What follows belongs to an exercise in optimizing a design on an open flow for small area and a short achievable clock period; a production flow would make more cautious choices. Only simulation tests tie the RTL to the original design; equivalence was not proved. Power and IR drop assume default switching activity.

==> v28: inputs <==
==> flow/design.v (excerpt) <==
module DataPath(input clk, input rst,
    output [31:0] imem_addr, input [31:0] imem_rdata,
    output [31:0] dmem_addr, output [31:0] dmem_wdata, output dmem_we, output dmem_re,
    input [31:0] dmem_rdata);
    genvar g, k;
    reg  [31:0] pc;
    reg         nt_q;
    reg  [31:0] ins, pcd;
    reg  [31:1] s1, s2;           
    reg         wb_e, st_e, ld_e, ext_e;
    reg         sub_e, and_e, or_e, slt_e;
    reg  [31:0] rsv_e, rtv_e;
    reg  [15:0] imm_e;
    reg  [4:0]  rt_e;
    reg         fam_e, faw_e, fbm_e, fbw_e;
    reg         wb_m, st_m, ld_m;
    reg  [31:0] res_m, sd_m;
    reg  [4:0]  dst_m;
    reg         wb_w;
    reg  [31:0] wd_w;
    reg  [4:0]  dst_w;
    reg  [32*32-1:32] rf;
    wire [5:0]  op = ins[31:26];
    wire [5:0]  fn = ins[5:0];
    wire [4:0]  rs = ins[25:21];
    wire [4:0]  rt = ins[20:16];
    wire op_r   = op == 6'b000000;
    wire op_j   = op == 6'b000010;
    wire op_beq = op == 6'b000100;
    wire op_bne = op == 6'b000101;
    wire op_lw  = op == 6'b100011;
    wire op_sw  = op == 6'b101011;
    wire f_add = fn == 6'b100000;
    wire f_sub = fn == 6'b100010;
    wire f_and = fn == 6'b100100;
    wire f_or  = fn == 6'b100101;
    wire f_slt = fn == 6'b101010;
    wire wb_id = (op_r & (f_add | f_sub | f_and | f_or | f_slt)) | op_lw;
    wire [31:0] rf1, rf2;
    generate for (k = 0; k < 32; k = k + 1) begin : rd_bit
        wire [10:0] n1, n2;
  ...
==> flow/config.mk <==
export PLATFORM = sky130hd
export DESIGN_NAME = DataPath
export DESIGN_NICKNAME = DataPath
export VERILOG_FILES = /design/flow/design.v
export SDC_FILE = /design/flow/constraint.sdc
export NUM_CORES = 4
export LEC_CHECK = 0
export CAP_MARGIN = 20
export CORE_MARGIN = 2
export CORE_UTILIZATION = 40
export SETUP_SLACK_MARGIN = 4.5
export SLEW_MARGIN = 20
export SYNTH_HIERARCHICAL = 1
export TNS_END_PERCENT = 5
==> flow/constraint.sdc <==
create_clock -name core_clock -period 8.0 [get_ports {clk}]
set_input_delay 1.6000 -clock core_clock [delete_from_list [all_inputs] [get_ports {clk}]]
set_output_delay 1.6000 -clock core_clock [all_outputs]
set_load 0.01 [all_outputs]
run.sh (not shown) runs the stock make flow with config.mk's settings and CLKGATE_MAP_FILE= SYNTH_SCRIPT=/design/flow/synth_recipe.tcl, a recipe that flattens the netlist after the stock synthesis.
==> v7: changes against v28 <==
==> flow/design.v (replaced) <==
module DataPath(input clk, input rst,
    output [31:0] imem_addr, input [31:0] imem_rdata,
    output [31:0] dmem_addr, output [31:0] dmem_wdata, output dmem_we, output dmem_re,
    input [31:0] dmem_rdata);
    integer i;
    reg  [31:0] pc;
    reg  [31:0] ins, pcd;
    reg         wb_e, st_e, ld_e, ext_e;
    reg         sub_e, and_e, or_e, slt_e;
    reg  [31:0] rsv_e, rtv_e;
    reg  [15:0] imm_e;
    reg  [4:0]  rt_e;
    reg         fam_e, faw_e, fbm_e, fbw_e;
    reg         wb_m, st_m, ld_m;
    reg  [31:0] res_m, sd_m;
    reg  [4:0]  dst_m;
    reg         wb_w;
    reg  [31:0] wd_w;
    reg  [4:0]  dst_w;
    reg  [32*32-1:32] rf;
    wire [5:0]  op = ins[31:26];
    wire [5:0]  fn = ins[5:0];
    wire [4:0]  rs = ins[25:21];
    wire [4:0]  rt = ins[20:16];
    wire [4:0]  rd = ins[15:11];
    wire op_r   = op == 6'b000000;
    wire op_j   = op == 6'b000010;
    wire op_beq = op == 6'b000100;
    wire op_bne = op == 6'b000101;
    wire op_lw  = op == 6'b100011;
    wire op_sw  = op == 6'b101011;
    wire f_add = fn == 6'b100000;
    wire f_sub = fn == 6'b100010;
    wire f_and = fn == 6'b100100;
    wire f_or  = fn == 6'b100101;
    wire f_slt = fn == 6'b101010;
    wire wb_id = (op_r & (f_add | f_sub | f_and | f_or | f_slt)) | op_lw;
    reg  [31:0] rf1, rf2;
    always @(*) begin
        rf1 = 32'b0;
        rf2 = 32'b0;
        for (i = 1; i < 32; i = i + 1) begin
            rf1 = rf1 | ({32{rs == i}} & rf[32*i +: 32]);
            rf2 = rf2 | ({32{rt == i}} & rf[32*i +: 32]);
        end
    end
    wire byp1 = wb_w & (dst_w == rs);
    wire byp2 = wb_w & (dst_w == rt);
    wire [31:0] r1 = byp1 ? wd_w : rf1;
    wire [31:0] r2 = byp2 ? wd_w : rf2;
    wire eq    = r1 == r2;
    wire taken = (op_beq & eq) | (op_bne & ~eq);
    wire flush = ld_e & ((rs == rt_e) | (rt == rt_e));
    wire [31:0] pc4  = {pc[31:2] + 30'd1, pc[1:0]};
    wire [31:0] btgt = {pcd[31:2] + {14'b0, ins[15:0]}, pcd[1:0]};
    wire [31:0] jtgt = {2'b00, pcd[31:28], ins[25:0]};
    wire [31:0] pc_n = taken ? btgt : op_j ? jtgt : pc4;
    wire [4:0] dst_e = ext_e ? rt_e : imm_e[15:11];
    wire       wbz_e = wb_e & (dst_e != 0);
    wire       wbz_m = wb_m & (dst_m != 0);
    always @(posedge clk) begin
        if (rst) pc <= 32'b0;
        else if (!flush) pc <= pc_n;
        if (!flush) begin
            ins <= op_j ? 32'b0 : imem_rdata;
            pcd <= pc4;
        end
        if (rst) ins <= 32'b0;
        wb_e  <= wb_id & ~flush & ~rst;
        st_e  <= op_sw & ~flush & ~rst;
        ld_e  <= op_lw & ~flush & ~rst;
        ext_e <= op_lw | op_sw;
        sub_e <= op_r & (f_sub | f_slt);
        and_e <= op_r & f_and;
        or_e  <= op_r & f_or;
        slt_e <= op_r & f_slt;
        rsv_e <= r1;
        rtv_e <= r2;
        imm_e <= ins[15:0];
        rt_e  <= rt;
        fam_e <= wbz_e & (dst_e == rs);
        fbm_e <= wbz_e & (dst_e == rt);
        faw_e <= wbz_m & (dst_m == rs);
        fbw_e <= wbz_m & (dst_m == rt);
    end
    wire [31:0] a  = fam_e ? res_m : faw_e ? wd_w : rsv_e;
    wire [31:0] bf = fbm_e ? res_m : fbw_e ? wd_w : rtv_e;
    wire [31:0] b  = ext_e ? {16'b0, imm_e} : bf;
    wire [32:0] sum = {1'b0, a} + {1'b0, b ^ {32{sub_e}}} + {32'b0, sub_e};
    wire [31:0] res = and_e ? (a & b) :
                      or_e  ? (a | b) :
                      slt_e ? {31'b0, ~sum[32]} : sum[31:0];
    always @(posedge clk) begin
        wb_m  <= wbz_e & ~rst;
        st_m  <= st_e & ~rst;
        ld_m  <= ld_e & ~rst;
        res_m <= res;
        sd_m  <= bf;
        dst_m <= dst_e;
    end
    assign dmem_addr  = res_m;
    assign dmem_wdata = sd_m;
    assign dmem_we    = st_m;
    assign dmem_re    = ld_m;
    assign imem_addr  = pc;
    always @(posedge clk) begin
        wb_w  <= wbz_m & ~rst;
        dst_w <= dst_m;
        wd_w  <= ld_m ? dmem_rdata : res_m;
    end
    always @(posedge clk)
        for (i = 1; i < 32; i = i + 1)
            if (wb_w && dst_w == i) rf[32*i +: 32] <= wd_w;
endmodule
- SETUP_SLACK_MARGIN: 4.5 -> unset
- SYNTH_HIERARCHICAL: 1 -> unset
- TNS_END_PERCENT: 5 -> unset
==> comparison table <==
| item | v28 | v7 |
|---|---|---|
| Starting Density | 40.3% | 40.4% |
| Non-CTS inverters | 131 | 59 |
| Sequential Power | 6.90 mW | 8.77 mW |
| Total wire length after detailed routing | 265,000 um | 302,000 um |
| Vias after detailed routing | 56,519 | 54,502 |
| Part of the power in combinational logic | 2.8% | 16.2% |
| Drt wl/cell | 34.0 um | 40.4 um |
| Highest net fanout along the worst path | 5 | 37 |
| Antenna diode count | 4 | 32 |
| Post-Synth Simple-Gate Area | 10.2% | 19.0% |
| Number of buffers inserted to repair setup after CTS | 66 | 0 |
| Clock-cell share of area | 7.27% | 7.01% |
| Status | finished clean | finished clean |
| Dominant kind of cell | multi-input combinational cells | registers |
| Worst slack on hold paths | 0.386 ns | 0.411 ns |
| Via density | 7.26 | 7.28 |
| Non-clock buffering overhead in the final layout | 6.45% | 5.07% |
| Ratio of cells with drive above 1 in the final layout | 14.1% | 12.2% |
| Area growth from synthesis to final layout | 21.4% | 16.4% |
| Source-to-sink clock delay at the later pin of the worst-skew pair | 0.79 ns | 0.85 ns |

==> separate check: timing with driven ports <==
How much do the figures lean on ideal ports? The routed layouts below were timed once more, with nothing changed but the port constraints. Step 1 (the two cells are an assumption about what drives the block):
set clk [get_ports {clk}]
set_driving_cell -lib_cell sky130_fd_sc_hd__clkbuf_16 $clk
set_driving_cell -lib_cell sky130_fd_sc_hd__buf_2 [delete_from_list [all_inputs] $clk]
Step 2 also shifts input and output timing later by t, the mid clock arrival at the registers, as if the neighbouring blocks saw the same clock. Slacks: no drivers / after step 1 / after step 2; pairs: no drivers / after step 1.
| run | shift t [ns] | setup slack, ns | latest minus earliest clock arrival (ns) | worst register clock-pin slew, ns | worst slew at a driven data input, ns |
|---|---|---|---|---|---|
| v28 | 0.855 | 4.112 / 4.112 / 4.107 | 0.031 / 0.031 | 0.07 / 0.07 | 0.11 |
| v7 | 0.891 | 0.727 / 0.727 / 0.727 | 0.071 / 0.071 | 0.07 / 0.07 | 0.07 |
After both steps every run listed still meets setup and hold. The setup slack of v28, which loses most, moves by 0.000 ns with the drivers and by -0.005 ns with both steps.
